From an optimization exercise on the open Yosys and OpenROAD flow, aimed at small area, a short achievable clock period and few clock cycles; shortcuts taken in it are not production practice.
For this run, only the layout was checked, not whether the RTL still works.

===== design.v =====
module div8(input wire [7:0] a, input wire [7:0] d, output wire [7:0] q);
  wire [3:0] x1 = a[7:4];
  wire [7:0] ix = {x1, d[3:0]};
  localparam [255:0] TQ0 = 256'hff3f7f153f931f910fcf07cd03eb01e100f70075003b0019000f000500030001;
  localparam [255:0] TR0 = 256'h55d52a00d57d0a80f5750288fd5500a0ff5d0020ffd50008fff50000fffd0000;
  localparam [255:0] TQ1 = 256'h00f700f700750075003b003b00190019000f000f000500050003000300010001;
  localparam [255:0] TR1 = 256'h335199590ca00620f319f99100c00068ff31ff9100080000fff1fff900000000;
  localparam [255:0] TQ2 = 256'h000f000f000f000f000500050005000500030003000300030001000100010001;
  localparam [255:0] TR2 = 256'h0f018721c381e18100c0004000200000ff01ff81ffc1ffe10000000000000000;
  localparam [255:0] TQ3 = 256'h0003000300030003000300030003000300010001000100010001000100010001;
  localparam [255:0] TR3 = 256'h00018001c001e001f001f801fc01fe0100000000000000000000000000000000;
  wire [3:0] qh0 = {TQ3[ix], TQ2[ix], TQ1[ix], TQ0[ix]};
  wire [3:0] r10 = {TR3[ix], TR2[ix], TR1[ix], TR0[ix]};
  wire dhi = |d[7:4];
  wire [3:0] qh = dhi ? 4'd0 : qh0;
  wire [3:0] r1 = dhi ? x1 : r10;
  wire [9:0]  d3  = {2'b0, d} + {1'b0, d, 1'b0};
  wire [10:0] d5  = {3'b0, d} + {1'b0, d, 2'b0};
  wire [10:0] d7  = {d, 3'b0} - {3'b0, d};
  wire [11:0] d9  = {1'b0, d, 3'b0} + {4'b0, d};
  wire [11:0] d11 = {1'b0, d, 3'b0} + {2'b0, d3};
  wire [11:0] d13 = {1'b0, d, 3'b0} + {1'b0, d5};
  wire [11:0] d15 = {d, 4'b0} - {4'b0, d};
  wire [11:0] m1  = {4'b0, d};
  wire [11:0] m2  = {3'b0, d, 1'b0};
  wire [11:0] m3  = {2'b0, d3};
  wire [11:0] m4  = {2'b0, d, 2'b0};
  wire [11:0] m5  = {1'b0, d5};
  wire [11:0] m6  = {1'b0, d3, 1'b0};
  wire [11:0] m7  = {1'b0, d7};
  wire [11:0] m8  = {1'b0, d, 3'b0};
  wire [11:0] m9  = d9;
  wire [11:0] m10 = {d5, 1'b0};
  wire [11:0] m11 = d11;
  wire [11:0] m12 = {d3, 2'b0};
  wire [11:0] m13 = d13;
  wire [11:0] m14 = {d7, 1'b0};
  wire [11:0] m15 = d15;
  wire [7:0] x2 = {r1, a[3:0]};
  wire [15:1] t;
  assign t[1]  = (m1[11:8]  == 4'd0) && (m1[7:0]  <= x2);
  assign t[2]  = (m2[11:8]  == 4'd0) && (m2[7:0]  <= x2);
  assign t[3]  = (m3[11:8]  == 4'd0) && (m3[7:0]  <= x2);
  assign t[4]  = (m4[11:8]  == 4'd0) && (m4[7:0]  <= x2);
  assign t[5]  = (m5[11:8]  == 4'd0) && (m5[7:0]  <= x2);
  assign t[6]  = (m6[11:8]  == 4'd0) && (m6[7:0]  <= x2);
  assign t[7]  = (m7[11:8]  == 4'd0) && (m7[7:0]  <= x2);
  assign t[8]  = (m8[11:8]  == 4'd0) && (m8[7:0]  <= x2);
  assign t[9]  = (m9[11:8]  == 4'd0) && (m9[7:0]  <= x2);
  assign t[10] = (m10[11:8] == 4'd0) && (m10[7:0] <= x2);
  assign t[11] = (m11[11:8] == 4'd0) && (m11[7:0] <= x2);
  assign t[12] = (m12[11:8] == 4'd0) && (m12[7:0] <= x2);
  assign t[13] = (m13[11:8] == 4'd0) && (m13[7:0] <= x2);
  assign t[14] = (m14[11:8] == 4'd0) && (m14[7:0] <= x2);
  assign t[15] = (m15[11:8] == 4'd0) && (m15[7:0] <= x2);
  wire [3:0] ql;
  assign ql[3] = t[8];
  assign ql[2] = t[4] & ~t[8] | t[12];
  assign ql[1] = t[2] & ~t[4] | t[6] & ~t[8] | t[10] & ~t[12] | t[14];
  assign ql[0] = t[1] & ~t[2] | t[3] & ~t[4] | t[5] & ~t[6] | t[7] & ~t[8]
               | t[9] & ~t[10] | t[11] & ~t[12] | t[13] & ~t[14] | t[15];
  assign q = {qh, ql};
endmodule
module execute(
  input wire [7:0] ra, rb, rc, rd,
  input wire [23:0] w,               
  input wire [3:0] u1a, u1b,
  input wire [1:0] u1op,
  input wire [3:0] u2a, u2b,
  input wire u2sub,
  input wire [3:0] ta, tb, tc, td, s0t, s1t,
  output wire [7:0] na, nb, nc, nd, s0d, s1d
);
  localparam [3:0] T_U1 = 4'd7, T_U2 = 4'd8;
  function [7:0] early;
    input [3:0] t;
    input [7:0] a, b, c, d;
    input [23:0] w;
    begin
      case (t[2:0])
        3'd0: early = a;
        3'd1: early = b;
        3'd2: early = c;
        3'd3: early = d;
        3'd4: early = w[7:0];
        3'd5: early = w[15:8];
        default: early = w[23:16];
      endcase
    end
  endfunction
  wire [7:0] x1a = early(u1a, ra, rb, rc, rd, w);
  wire [7:0] x1b = early(u1b, ra, rb, rc, rd, w);
  wire [7:0] dv = u1b[1] ? (u1b[0] ? rd : rc) : rb;
  wire [7:0] q;
  div8 divider(.a(ra), .d(dv), .q(q));
  reg [7:0] u1;
  always @* begin
    case (u1op)
      2'd0: u1 = x1a + x1b;
      2'd1: u1 = x1a - x1b;
      2'd2: u1 = x1a * x1b;
      default: u1 = q;
    endcase
  end
  wire [7:0] x2a = (u2a == T_U1) ? u1 : early(u2a, ra, rb, rc, rd, w);
  wire [7:0] x2b = (u2b == T_U1) ? u1 : early(u2b, ra, rb, rc, rd, w);
  wire [7:0] u2 = u2sub ? x2a - x2b : x2a + x2b;
  function [7:0] pick;
    input [3:0] t;
    input [7:0] e, r1, r2;
    begin
      pick = (t == T_U2) ? r2 : (t == T_U1) ? r1 : e;
    end
  endfunction
  assign na = pick(ta, early(ta, ra, rb, rc, rd, w), u1, u2);
  assign nb = pick(tb, early(tb, ra, rb, rc, rd, w), u1, u2);
  assign nc = pick(tc, early(tc, ra, rb, rc, rd, w), u1, u2);
  assign nd = pick(td, early(td, ra, rb, rc, rd, w), u1, u2);
  assign s0d = pick(s0t, early(s0t, ra, rb, rc, rd, w), u1, u2);
  assign s1d = pick(s1t, early(s1t, ra, rb, rc, rd, w), u1, u2);
endmodule
module membank(
  input wire clk,
  input wire we,
  input wire [4:0] wrow,
  input wire [7:0] wdata,
  input wire [4:0] rrow,
  output wire [7:0] rdata
);
  reg [7:0] mem [0:31];
  always @(posedge clk)
    if (we)
      mem[wrow] <= wdata;
  assign rdata = mem[rrow];
endmodule
module group_decoder(
  input wire [63:0] win_all,      
  input wire [4:0] row_lo,        
  input wire [4:0] row_hi,        
  output wire [8:1] len_oh,       
  output wire halt,
  output wire [3:0] u1a, u1b,     
  output wire [1:0] u1op,         
  output wire [3:0] u2a, u2b,     
  output wire u2sub,
  output wire [3:0] ta, tb, tc, td,  
  output wire [23:0] imm,         
  output wire s0v, s1v,           
  output wire [7:0] s0a, s1a,
  output wire [3:0] s0t, s1t
);
  localparam [3:0] T_U1 = 4'd7, T_U2 = 4'd8;
  wire [7:0] win [0:8];
  genvar j, r, k;
  generate for (j = 0; j < 8; j = j + 1) begin: wb
    assign win[j] = win_all[8*j +: 8];
  end endgenerate
  assign win[8] = 8'd0;
  wire [7:0] len2, is_mov, is_alu, is_as, is_mvi, is_st, is_halt, is_div;
  wire [3:0] wr [0:7];    
  wire [3:0] rd [0:7];    
  wire [1:0] aop [0:7];
  generate for (j = 0; j < 8; j = j + 1) begin: dc
    wire [7:0] o = win[j];
    assign len2[j]    = (o[7:3] == 5'b00011);
    assign is_mov[j]  = (o <= 8'h0b);
    assign is_alu[j]  = (o >= 8'h0c) && (o <= 8'h17);
    assign is_as[j]   = (o >= 8'h0c) && (o <= 8'h11);
    assign is_div[j]  = (o >= 8'h15) && (o <= 8'h17);
    assign is_mvi[j]  = (o[7:2] == 6'b000110);
    assign is_st[j]   = (o[7:2] == 6'b000111);
    assign is_halt[j] = (o == 8'hff);
    reg [3:0] w, s;
    always @* begin
      w = 4'b0000; s = 4'b0000;
      if (o <= 8'h0b) begin
        case (o[3:0])
          4'h0: begin w = 4'b0001; s = 4'b0010; end
          4'h1: begin w = 4'b0001; s = 4'b0100; end
          4'h2: begin w = 4'b0001; s = 4'b1000; end
          4'h3: begin w = 4'b0010; s = 4'b0001; end
          4'h4: begin w = 4'b0010; s = 4'b0100; end
          4'h5: begin w = 4'b0010; s = 4'b1000; end
          4'h6: begin w = 4'b0100; s = 4'b0010; end
          4'h7: begin w = 4'b0100; s = 4'b0001; end
          4'h8: begin w = 4'b0100; s = 4'b1000; end
          4'h9: begin w = 4'b1000; s = 4'b0010; end
          4'ha: begin w = 4'b1000; s = 4'b0100; end
          default: begin w = 4'b1000; s = 4'b0001; end
        endcase
      end else if (o <= 8'h17) begin
        w = 4'b0001;
        case (o[4:0])
          5'h0c, 5'h0f, 5'h12, 5'h15: s = 4'b0010;
          5'h0d, 5'h10, 5'h13, 5'h16: s = 4'b0100;
          default: s = 4'b1000;
        endcase
      end else if (o[7:2] == 6'b000110) begin
        w = 4'b0001 << o[1:0];
      end else if (o[7:2] == 6'b000111) begin
        s = 4'b0001 << o[1:0];
      end
    end
    assign wr[j] = w;
    assign rd[j] = s;
    assign aop[j] = (o <= 8'h0e) ? 2'd0 : (o <= 8'h11) ? 2'd1 : (o <= 8'h14) ? 2'd2 : 2'd3;
  end endgenerate
  wire [7:0] st;
  assign st[0] = 1'b1;
  generate for (j = 1; j < 8; j = j + 1) begin: sc
    assign st[j] = ~(st[j-1] & len2[j-1]);
  end endgenerate
  wire [7:0] alu_s = st & is_alu;
  wire [7:0] st_s  = st & is_st;
  wire [7:0] mvi_s = st & is_mvi;
  wire [7:0] alu_ge1, alu_ge2, st_ge1, st_ge2, mvi_ge1, mvi_ge2, mvi_ge3;
  wire [3:0] wb4 [0:7];
  assign alu_ge1[0] = 1'b0; assign alu_ge2[0] = 1'b0;
  assign st_ge1[0]  = 1'b0; assign st_ge2[0]  = 1'b0;
  assign mvi_ge1[0] = 1'b0; assign mvi_ge2[0] = 1'b0; assign mvi_ge3[0] = 1'b0;
  assign wb4[0] = 4'b0000;
  generate for (j = 1; j < 8; j = j + 1) begin: cnt
    assign alu_ge1[j] = alu_ge1[j-1] | alu_s[j-1];
    assign alu_ge2[j] = alu_ge2[j-1] | (alu_ge1[j-1] & alu_s[j-1]);
    assign st_ge1[j]  = st_ge1[j-1] | st_s[j-1];
    assign st_ge2[j]  = st_ge2[j-1] | (st_ge1[j-1] & st_s[j-1]);
    assign mvi_ge1[j] = mvi_ge1[j-1] | mvi_s[j-1];
    assign mvi_ge2[j] = mvi_ge2[j-1] | (mvi_ge1[j-1] & mvi_s[j-1]);
    assign mvi_ge3[j] = mvi_ge3[j-1] | (mvi_ge2[j-1] & mvi_s[j-1]);
    assign wb4[j] = wb4[j-1] | ({4{st[j-1]}} & wr[j-1]);
  end endgenerate
  wire [7:0] smc;
  generate for (j = 0; j < 8; j = j + 1) begin: sm
    assign smc[j] = (win[j+1][7:3] == row_lo) | (win[j+1][7:3] == row_hi);
  end endgenerate
  wire [7:0] bank_clash;
  generate for (j = 0; j < 8; j = j + 1) begin: bc
    if (j < 2) begin: n
      assign bank_clash[j] = 1'b0;
    end else begin: y
      wire [j-2:0] hit;
      for (k = 0; k < j - 1; k = k + 1) begin: hq
        assign hit[k] = st_s[k] & (win[k+1][2:0] == win[j+1][2:0]);
      end
      assign bank_clash[j] = |hit;
    end
  end endgenerate
  wire [7:0] cb, ca;
  generate for (j = 0; j < 8; j = j + 1) begin: cut
    wire nofit = (j == 7) & len2[j];
    wire div_late = is_div[j] & (wb4[j][0] | |(wb4[j] & rd[j]));
    assign cb[j] = st[j] & (nofit
                   | (is_alu[j] & (alu_ge2[j] | (alu_ge1[j] & ~is_as[j]) | div_late))
                   | (is_st[j] & (st_ge2[j] | bank_clash[j]))
                   | (is_mvi[j] & mvi_ge3[j]));
    assign ca[j] = st[j] & (is_halt[j] | (is_st[j] & smc[j]));
  end endgenerate
  wire [8:1] bnd;
  generate for (j = 1; j <= 8; j = j + 1) begin: bd
    wire b_cb = (j < 8) ? cb[(j < 8) ? j : 0] : 1'b1;
    wire b_c1 = ca[j-1] & ~len2[j-1];
    wire b_c2 = (j >= 2) ? (ca[(j >= 2) ? j-2 : 0] & len2[(j >= 2) ? j-2 : 0]) : 1'b0;
    assign bnd[j] = b_cb | b_c1 | b_c2;
  end endgenerate
  wire [8:1] prior;    
  assign prior[1] = 1'b0;
  generate for (j = 2; j <= 8; j = j + 1) begin: bf
    assign prior[j] = prior[j-1] | bnd[j-1];
  end endgenerate
  assign len_oh = bnd & ~prior;
  wire [7:0] inc;
  generate for (j = 0; j < 8; j = j + 1) begin: ic
    assign inc[j] = st[j] & ~prior[j+1];
  end endgenerate
  wire [3:0] t [0:8][0:3];
  wire [3:0] srct [0:7];
  generate for (r = 0; r < 4; r = r + 1) begin: t0
    assign t[0][r] = r;
  end endgenerate
  generate for (j = 0; j < 8; j = j + 1) begin: tg
    assign srct[j] = ({4{rd[j][0]}} & t[j][0]) | ({4{rd[j][1]}} & t[j][1])
                   | ({4{rd[j][2]}} & t[j][2]) | ({4{rd[j][3]}} & t[j][3]);
    wire [3:0] cv = is_mvi[j] ? (mvi_ge2[j] ? 4'd6 : mvi_ge1[j] ? 4'd5 : 4'd4)
                              : (alu_ge1[j] ? T_U2 : T_U1);
    for (r = 0; r < 4; r = r + 1) begin: rg
      wire w  = st[j] & wr[j][r];
      wire wm = w & is_mov[j];
      wire wc = w & ~is_mov[j];
      assign t[j+1][r] = ({4{~w}} & t[j][r]) | ({4{wm}} & srct[j]) | ({4{wc}} & cv);
    end
  end endgenerate
  reg [3:0] tend [0:3];
  integer i, m;
  always @* begin
    for (m = 0; m < 4; m = m + 1) begin
      tend[m] = 4'd0;
      for (i = 1; i <= 8; i = i + 1)
        tend[m] = tend[m] | ({4{len_oh[i]}} & t[i][m]);
    end
  end
  assign ta = tend[0];
  assign tb = tend[1];
  assign tc = tend[2];
  assign td = tend[3];
  wire [7:0] first_alu  = alu_s & ~alu_ge1;
  wire [7:0] second_alu = alu_s & alu_ge1 & ~alu_ge2;
  wire [7:0] first_st   = st_s & ~st_ge1;
  wire [7:0] second_st  = st_s & st_ge1 & ~st_ge2;
  wire [7:0] mvi0 = mvi_s & ~mvi_ge1;
  wire [7:0] mvi1 = mvi_s & mvi_ge1 & ~mvi_ge2;
  wire [7:0] mvi2 = mvi_s & mvi_ge2 & ~mvi_ge3;
  reg [3:0] r_u1a, r_u1b, r_u2a, r_u2b, r_s0t, r_s1t;
  reg [1:0] r_u1op;
  reg       r_u2sub, r_s0v, r_s1v, r_halt;
  reg [7:0] r_s0a, r_s1a;
  reg [23:0] r_imm;
  always @* begin
    r_u1a = 4'd0; r_u1b = 4'd0; r_u2a = 4'd0; r_u2b = 4'd0;
    r_s0t = 4'd0; r_s1t = 4'd0; r_u1op = 2'd0; r_u2sub = 1'b0;
    r_s0v = 1'b0; r_s1v = 1'b0; r_halt = 1'b0;
    r_s0a = 8'd0; r_s1a = 8'd0; r_imm = 24'd0;
    for (i = 0; i < 8; i = i + 1) begin
      r_u1a = r_u1a | ({4{first_alu[i]}} & t[i][0]);
      r_u1b = r_u1b | ({4{first_alu[i]}} & srct[i]);
      r_u1op = r_u1op | ({2{first_alu[i]}} & aop[i]);
      r_u2a = r_u2a | ({4{second_alu[i]}} & t[i][0]);
      r_u2b = r_u2b | ({4{second_alu[i]}} & srct[i]);
      r_u2sub = r_u2sub | (second_alu[i] & aop[i][0]);
      r_s0t = r_s0t | ({4{first_st[i]}} & srct[i]);
      r_s0a = r_s0a | ({8{first_st[i]}} & win[i+1]);
      r_s0v = r_s0v | (first_st[i] & inc[i]);
      r_s1t = r_s1t | ({4{second_st[i]}} & srct[i]);
      r_s1a = r_s1a | ({8{second_st[i]}} & win[i+1]);
      r_s1v = r_s1v | (second_st[i] & inc[i]);
      r_imm[7:0]   = r_imm[7:0]   | ({8{mvi0[i]}} & win[i+1]);
      r_imm[15:8]  = r_imm[15:8]  | ({8{mvi1[i]}} & win[i+1]);
      r_imm[23:16] = r_imm[23:16] | ({8{mvi2[i]}} & win[i+1]);
      r_halt = r_halt | (is_halt[i] & inc[i]);
    end
  end
  assign u1a = r_u1a; assign u1b = r_u1b; assign u1op = r_u1op;
  assign u2a = r_u2a; assign u2b = r_u2b; assign u2sub = r_u2sub;
  assign s0t = r_s0t; assign s1t = r_s1t;
  assign s0v = r_s0v; assign s1v = r_s1v;
  assign s0a = r_s0a; assign s1a = r_s1a;
  assign imm = r_imm;
  assign halt = r_halt;
endmodule
module processor(
  input wire clk, reset,
  input wire op,  
  input wire [7:0] in_data,
  input wire user_write_memory,
  input wire [7:0] user_address,
  output wire [7:0] out_data,  
  output wire done             
);
  reg [7:0] reg_a, reg_b, reg_c, reg_d;
  reg [7:0] pc;           
  reg       running;      
  reg       f_halted;     
  reg       done_r;
  reg [63:0] rb0, rb1, rb2;
  reg [7:0]  rv0, rv1, rv2;
  reg        g_ready;
  reg [7:0]  pcf;         
  reg        pcf_up;      
  reg        g_valid;
  reg        g_halt;
  reg [23:0] g_imm;       
  reg [3:0]  g_u1a, g_u1b;
  reg [1:0]  g_u1op;
  reg [3:0]  g_u2a, g_u2b;
  reg        g_u2sub;
  reg [3:0]  g_ta, g_tb, g_tc, g_td;
  reg        g_s0v, g_s1v;
  reg [7:0]  g_s0a, g_s1a;
  reg [3:0]  g_s0t, g_s1t;
  wire       sel1 = g_ready & ~running;
  wire       up1 = sel1 & pcf_up;
  wire [7:0] fp = sel1 ? pcf : pc;
  wire [4:0] row0 = pc[7:3];
  wire [4:0] row1 = row0 + 5'd1;
  wire [4:0] row2 = row0 + 5'd2;
  wire [4:0] frow0 = fp[7:3];
  wire [4:0] frow1 = frow0 + 5'd1;
  wire [4:0] frow2 = frow0 + 5'd2;
  wire all0 = &rv0;
  wire all1 = &rv1;
  wire all2 = &rv2;
  wire [63:0] pair_lo = up1 ? rb1 : rb0;
  wire [63:0] pair_hi = up1 ? rb2 : rb1;
  wire pair_ok = up1 ? (all1 & all2) : (all0 & all1);
  wire e_go = g_valid | (sel1 & op);
  wire [7:0] a_new, b_new, c_new, d_new, s0d, s1d;
  execute ex(
    .ra(reg_a), .rb(reg_b), .rc(reg_c), .rd(reg_d), .w(g_imm),
    .u1a(g_u1a), .u1b(g_u1b), .u1op(g_u1op),
    .u2a(g_u2a), .u2b(g_u2b), .u2sub(g_u2sub),
    .ta(g_ta), .tb(g_tb), .tc(g_tc), .td(g_td), .s0t(g_s0t), .s1t(g_s1t),
    .na(a_new), .nb(b_new), .nc(c_new), .nd(d_new), .s0d(s0d), .s1d(s1d)
  );
  wire [4:0] frow = ~all0 ? row0 : ~all1 ? row1 : frow2;
  wire [4:0] rrow = op ? frow : user_address[7:3];
  wire [7:0] cw0 = {8{e_go & g_s0v}} & (8'd1 << g_s0a[2:0]);
  wire [7:0] cw1 = {8{e_go & g_s1v}} & (8'd1 << g_s1a[2:0]);
  wire [7:0] uwb = {8{~op & user_write_memory}} & (8'd1 << user_address[2:0]);
  wire [63:0] bank_row;
  genvar b;
  generate for (b = 0; b < 8; b = b + 1) begin: bk
    wire       we   = cw0[b] | cw1[b] | uwb[b];
    wire [4:0] wrow = cw0[b] ? g_s0a[7:3] : cw1[b] ? g_s1a[7:3] : user_address[7:3];
    wire [7:0] wdat = cw0[b] ? s0d : cw1[b] ? s1d : in_data;
    membank m(.clk(clk), .we(we), .wrow(wrow), .wdata(wdat), .rrow(rrow),
              .rdata(bank_row[8*b +: 8]));
  end endgenerate
  assign out_data = bank_row[{user_address[2:0], 3'b000} +: 8];
  wire [2:0] fpl = fp[2:0];
  wire [127:0] pair = {pair_hi, pair_lo};
  wire [63:0] win_all = pair[{fpl, 3'b000} +: 64];
  wire [8:1] f_len_oh;
  wire [23:0] f_imm;
  wire       f_halt;
  wire [3:0] f_u1a, f_u1b, f_u2a, f_u2b;
  wire [1:0] f_u1op;
  wire       f_u2sub;
  wire [3:0] f_ta, f_tb, f_tc, f_td;
  wire       f_s0v, f_s1v;
  wire [7:0] f_s0a, f_s1a;
  wire [3:0] f_s0t, f_s1t;
  group_decoder dec(
    .win_all(win_all), .row_lo(frow0), .row_hi(frow1),
    .len_oh(f_len_oh), .halt(f_halt), .imm(f_imm),
    .u1a(f_u1a), .u1b(f_u1b), .u1op(f_u1op),
    .u2a(f_u2a), .u2b(f_u2b), .u2sub(f_u2sub),
    .ta(f_ta), .tb(f_tb), .tc(f_tc), .td(f_td),
    .s0v(f_s0v), .s1v(f_s1v), .s0a(f_s0a), .s1a(f_s1a), .s0t(f_s0t), .s1t(f_s1t)
  );
  wire hz0 = g_s0v & ((g_s0a[7:3] == frow0) | (g_s0a[7:3] == frow1) | (g_s0a[7:3] == frow2));
  wire hz1 = g_s1v & ((g_s1a[7:3] == frow0) | (g_s1a[7:3] == frow1) | (g_s1a[7:3] == frow2));
  wire hz = e_go & (hz0 | hz1);
  wire f_run = op & ~f_halted & ~done_r & ~(sel1 & g_halt);
  wire f_go = f_run & pair_ok & ~hz;
  wire f_load = f_run & ~pair_ok & ~hz;    
  wire f_rb2 = op & ~f_run & ~sel1 & all0 & all1 & ~hz;
  reg [3:0] fpl_sum;
  integer k;
  always @* begin
    fpl_sum = 4'd0;
    for (k = 1; k <= 8; k = k + 1)
      fpl_sum = fpl_sum | ({4{f_len_oh[k]}} & ({1'b0, fpl} + k));
  end
  wire f_carry = fpl_sum[3];
  wire [7:0] fp_next = {f_carry ? frow1 : frow0, fpl_sum[2:0]};
  wire uw = ~op & user_write_memory;
  wire [7:0] snoop0 = {8{uw && user_address[7:3] == row0}} & uwb;
  wire [7:0] snoop1 = {8{uw && user_address[7:3] == row1}} & uwb;
  wire [7:0] snoop2 = {8{uw && user_address[7:3] == row2}} & uwb;
  wire snoop01 = |(snoop0 | snoop1);
  always @(posedge clk, posedge reset)
    if (reset) begin
      reg_a <= 8'h55; reg_b <= 8'h11; reg_c <= 8'h11; reg_d <= 8'h11;
      pc <= 8'd0;
      running <= 1'b0; f_halted <= 1'b0; done_r <= 1'b0;
      g_valid <= 1'b0; g_ready <= 1'b0;
      rv0 <= 8'd0; rv1 <= 8'd0; rv2 <= 8'd0;
    end else begin
      running <= op;
      if (e_go) begin
        reg_a <= a_new; reg_b <= b_new; reg_c <= c_new; reg_d <= d_new;
      end
      g_valid <= f_go;
      if (op) begin
        pc <= f_go ? fp_next : fp;
        g_ready <= 1'b0;
        if ((f_go && f_halt) || (sel1 && g_halt)) f_halted <= 1'b1;
        if (e_go && g_halt) done_r <= 1'b1;
        if (hz) begin
          rv0 <= 8'd0; rv1 <= 8'd0; rv2 <= 8'd0;
        end else if (sel1) begin
          rv0 <= 8'hff; rv1 <= 8'hff; rv2 <= 8'd0;
        end else if (f_go) begin
          if (f_carry) begin
            rv0 <= rv1; rv1 <= 8'hff;
          end
          rv2 <= 8'd0;
        end else if (f_load) begin
          if (!all0) rv0 <= 8'hff;
          else rv1 <= 8'hff;
        end else if (f_rb2) begin
          rv2 <= 8'hff;
        end
      end else begin
        f_halted <= 1'b0;
        done_r <= 1'b0;
        rv0 <= rv0 | snoop0;
        rv1 <= rv1 | snoop1;
        rv2 <= rv2 | snoop2;
        if (!g_ready) begin
          pcf <= fp_next;
          pcf_up <= f_carry;
          g_ready <= all0 & all1 & (all2 | ~f_carry) & ~snoop01;
        end else if (snoop01) begin
          g_ready <= 1'b0;
        end
      end
    end
  genvar y;
  generate for (y = 0; y < 8; y = y + 1) begin: rbb
    always @(posedge clk) begin
      if (op) begin
        if (sel1) begin
          rb0[8*y +: 8] <= (f_go && f_carry) ? pair_hi[8*y +: 8] : pair_lo[8*y +: 8];
          rb1[8*y +: 8] <= (f_go && f_carry) ? bank_row[8*y +: 8] : pair_hi[8*y +: 8];
        end else if (f_go && f_carry) begin
          rb0[8*y +: 8] <= rb1[8*y +: 8];
          rb1[8*y +: 8] <= bank_row[8*y +: 8];
        end else if (f_load) begin
          if (!all0) rb0[8*y +: 8] <= bank_row[8*y +: 8];
          else rb1[8*y +: 8] <= bank_row[8*y +: 8];
        end else if (f_rb2) begin
          rb2[8*y +: 8] <= bank_row[8*y +: 8];
        end
      end else begin
        if (snoop0[y]) rb0[8*y +: 8] <= in_data;
        if (snoop1[y]) rb1[8*y +: 8] <= in_data;
        if (snoop2[y]) rb2[8*y +: 8] <= in_data;
      end
    end
  end endgenerate
  always @(posedge clk)
    if (op || !g_ready) begin
      g_halt <= f_halt;
      g_imm <= f_imm;
      g_u1a <= f_u1a; g_u1b <= f_u1b; g_u1op <= f_u1op;
      g_u2a <= f_u2a; g_u2b <= f_u2b; g_u2sub <= f_u2sub;
      g_ta <= f_ta; g_tb <= f_tb; g_tc <= f_tc; g_td <= f_td;
      g_s0v <= f_s0v; g_s0a <= f_s0a; g_s0t <= f_s0t;
      g_s1v <= f_s1v; g_s1a <= f_s1a; g_s1t <= f_s1t;
    end
  assign done = done_r;
endmodule

===== run.sh =====
#!/bin/bash
# synth_recipe.tcl (not shown) runs the flow's synth.tcl, then flattens the netlist and writes it again
# the make line also repeats each setting of config.mk as NAME=value (left out here)
make -C /OpenROAD-flow-scripts/flow DESIGN_CONFIG=/design/flow/config.mk WORK_HOME=/design/flow/orfs CLKGATE_MAP_FILE= SYNTH_SCRIPT=/design/flow/synth_recipe.tcl finish

===== config.mk =====
export PLATFORM = sky130hd
export DESIGN_NAME = processor
export DESIGN_NICKNAME = processor
export VERILOG_FILES = /design/flow/design.v
export SDC_FILE = /design/flow/constraint.sdc
export NUM_CORES = 8
export LEC_CHECK = 0
export CAP_MARGIN = 20
export CORE_MARGIN = 2
export CORE_UTILIZATION = 50
export PLACE_DENSITY = 0.6
export SETUP_SLACK_MARGIN = 4
export SLEW_MARGIN = 20

===== constraint.sdc =====
create_clock -name core_clock -period 12.5 [get_ports {clk}]
set_input_delay 2.5000 -clock core_clock [delete_from_list [all_inputs] [get_ports {clk}]]
set_output_delay 2.5000 -clock core_clock [all_outputs]
set_load 0.01 [all_outputs]

==> results_dict.tcl <==
set metrics [dict create \
    synth_area_mm2 0.132 \
    antenna_found_initial 34 \
    grt_pass1_vias 99151 \
    dp_cells 14315 \
    final_cell_mix "2333 x edfxtp_1, 1508 x nand2_1, 910 x nor2_1, 616 x buf_4, 576 x mux4_2" \
    viasPerCell 6.88 \
    crit_fanout 8 \
    instances_no_fill 15101 \
    synth-main-ff-cell "edfxtp_1" \
    wl_per_cell_um 34.8 \
    hold_viol 0 \
    chipWidth_um 517 \
    num_rows 188 \
    fin_skew_ns 0.0519 \
    hp-class "register to register" \
    area_growth_pct 17.3 \
    root_buffer "clkbuf_16" \
    vias 103902 \
    synth_edf_count 2333 \
    clockBufferDepth 4 \
    layout-drive-gt1-share 0.220 \
    clock.fmax_ghz 0.114 \
    wl_mm 525 \
    drt_iter0_markers 15693 \
    layout_min_cycle_time_ns 8.80 \
    core_mm2 0.262 \
    netlist-cell-type-count 122 \
    placed_area_mm2 0.138 \
    cts_buffers 262 \
    ant_nets 0 \
    synth_seq_cells 2402 \
    rsz0062_at_grt "yes" \
    cap_violations 0 \
    drc 0 \
    dr.pass1.iters 10 \
    htreeDepth 5 \
    port_buffers 28 \
    nets 11653 \
    die_area_mm2 0.267 \
    setup_tns_ns 0 \
    setup_viol 0 \
    insertion_delay_ns 0.91 \
    fin_area_mm2 0.154 \
    criticalPathCategory "register to register" \
    cpMostUsedCell "a21oi_2" \
    path_clk_slew_ns 0.06 \
    cp-end-kind "register" \
    drv_slew 0 \
    period_share 0.704 \
    crit_arrival_ns 9.42 \
    fillers 21113 \
    yosysWarnings 5 \
    yosysSeqAreaShare 0.546 \
    worst_path_max_delay_cell "edfxtp_1" \
    netlist_instances 10962 \
    cp.required_ns 13.12 \
    cts_sinks 2402 \
    cts_tree "yes" \
    syn_avg_cell_area_um2 12.0 \
    grtUsageTotal 0.384 \
    dp_hpwl_mm 359 \
    worstMarginPinSlew_ns 1.34 \
    start_util 0.502 \
    grt_max_degree 119 \
    globalplace.congestion 1.02 \
    final_common_cell "edfxtp_1" \
    io_pins 29 \
    synth-async-reset-ratio 0.0287 \
    slowest_delay_ns 0.46 \
    die_h_um 517 \
    utilization 0.589 \
    critPathLaunchType "register" \
    outcome "no timing/DRC/antenna violations" \
    grt-ovfl-total 0 \
    grt_pass1_wl_mm 736 \
    timing.slew.headroom 0.105 \
]
metal layers:
metal	vias up	wire, µm	global-route usage
met5	-	230	0
li1	43382	-	-
met1	52245	197000	0.503
met4	18	36800	0.227
met2	6725	235000	0.583
met3	1532	56200	0.0903
registers in the layout, summed over array words and instances (netlist names), 24 cells and up, named ones only:
name	count
bk.m.mem	2048
rb1	64
rb2	64
rb0	49
g_imm	24
path summary, 6_finish.rpt:
check	startpoint	endpoint	slack, ns	depth (start not counted)
max	g_u1b[0]	bk[7].m.mem[17][7]	3.70	44
min	rv1[6]	rv1[6]	0.48	2
max reg2reg	g_u1b[0]	bk[7].m.mem[17][7]	3.70	44
min reg2reg	rv1[6]	rv1[6]	0.48	2
max in group asynchronous	reset	reg_c[1]	8.91	3
min in group asynchronous	reset	running	2.47	2
what timing repair did:
item | in CTS | in global routing
hold buffers | 0 | 0
endpoints found under the setup margin | 2412 | 1621
resized for setup | 599 | 306
pin swaps | 102 | 125
setup buffers | 157 | 105
cloned | 33 | 15
stage by stage:
stage	hold WS, ns	setup WS, ns
2_1_floorplan	0.446	4.03
3_3_place_gp	0.462	1.09
3_5_place_dp	0.472	1.11
4_1_cts	0.484	3.91
5_1_grt	0.513	3.42
6_report	0.480	3.70
worst max-delay path, delay by kind of cell, from the launching register on:
kind                       cells  cell delay (ns)
adders and majority gates      4             0.92
AOI/OAI and AO/OA             20             3.63
and+or+nand+nor                6             0.57
DFF                            1             0.46
buffers and inverters          9             1.44
xor gates and xnor gates       3             0.66
muxes                          2             0.82
kinds of logic (layout without fill, tap and decap cells):
kind of cell             after synthesis  after routing  synth area share
multiplexers                        1137           1141             0.143
AND/OR/NAND/NOR                     3571           3573             0.119
flip-flops                          2402           2402             0.546
buffers and inverters                913           1499            0.0284
adder cells (fa/ha/maj)              259            259            0.0257
AO/OA/AOI/OAI                       2450           2461             0.124
XOR/XNOR                             229            229            0.0152
other                                  1             22         0.0000285
area by class of cell:
| cell class | instances | area (µm²) | area share |
|---|---|---|---|
| sequential | 2402 | 71800 | 0.465 |
| multi-input combinational | 7665 | 60500 | 0.392 |
| timing repair buffer | 873 | 8800 | 0.0570 |
| clock buffer | 325 | 6960 | 0.0451 |
| tap | 3515 | 4400 | 0.0285 |
| clock inverter | 129 | 1090 | 0.00705 |
| inverter | 171 | 737 | 0.00477 |
| antenna | 20 | 50.0 | 0.000324 |
| timing repair inverter | 1 | 11.3 | 0.0000730 |
synth_stat cells, types with 134 or more instances:
| library cell | instances | share of area |
|---|---|---|
| xnor2_1 | 172 | 0.011 |
| nor3_1 | 170 | 0.0065 |
| edfxtp_1 | 2333 | 0.53 |
| nand2_1 | 1528 | 0.044 |
| a21oi_1 | 534 | 0.020 |
| buf_1 | 134 | 0.0038 |
| mux2i_1 | 432 | 0.033 |
| ha_1 | 238 | 0.023 |
| inv_1 | 159 | 0.0045 |
| o21ai_0 | 580 | 0.022 |
| clkbuf_1 | 507 | 0.014 |
| a31oi_1 | 143 | 0.0068 |
| nor2_1 | 946 | 0.027 |
| nand3_1 | 406 | 0.015 |
| mux4_2 | 576 | 0.099 |

==> static timing again, ports no longer ideal <==
The flow's constraints put no driver on any port. The routed layout listed below was extracted and timed again, unchanged, in two steps. Step 1: set_driving_cell puts a clkbuf_16 on clk and a buf_2 on each other input, an assumption about the parent block. Step 2, shift: input delay + t, output delay - t, t = (earliest + latest rising clock arrival at the registers) / 2. This alone moves slack from input paths to output paths. a / b / c = no drivers / after step 1 / after step 2; a / b = the first two.
shift t [ns]: 0.986
slack for setup (ns): 3.705 / 3.705 / 3.705
hold WS [ns]: 0.480 / 0.480 / 0.480
worst data-port slew with drivers (ns): 0.33
pins driven straight from the clock port: 1
After both steps this run still meets setup and hold. For this run, drivers alone change the setup slack by 0.000 ns; drivers and shift together by 0.000 ns.
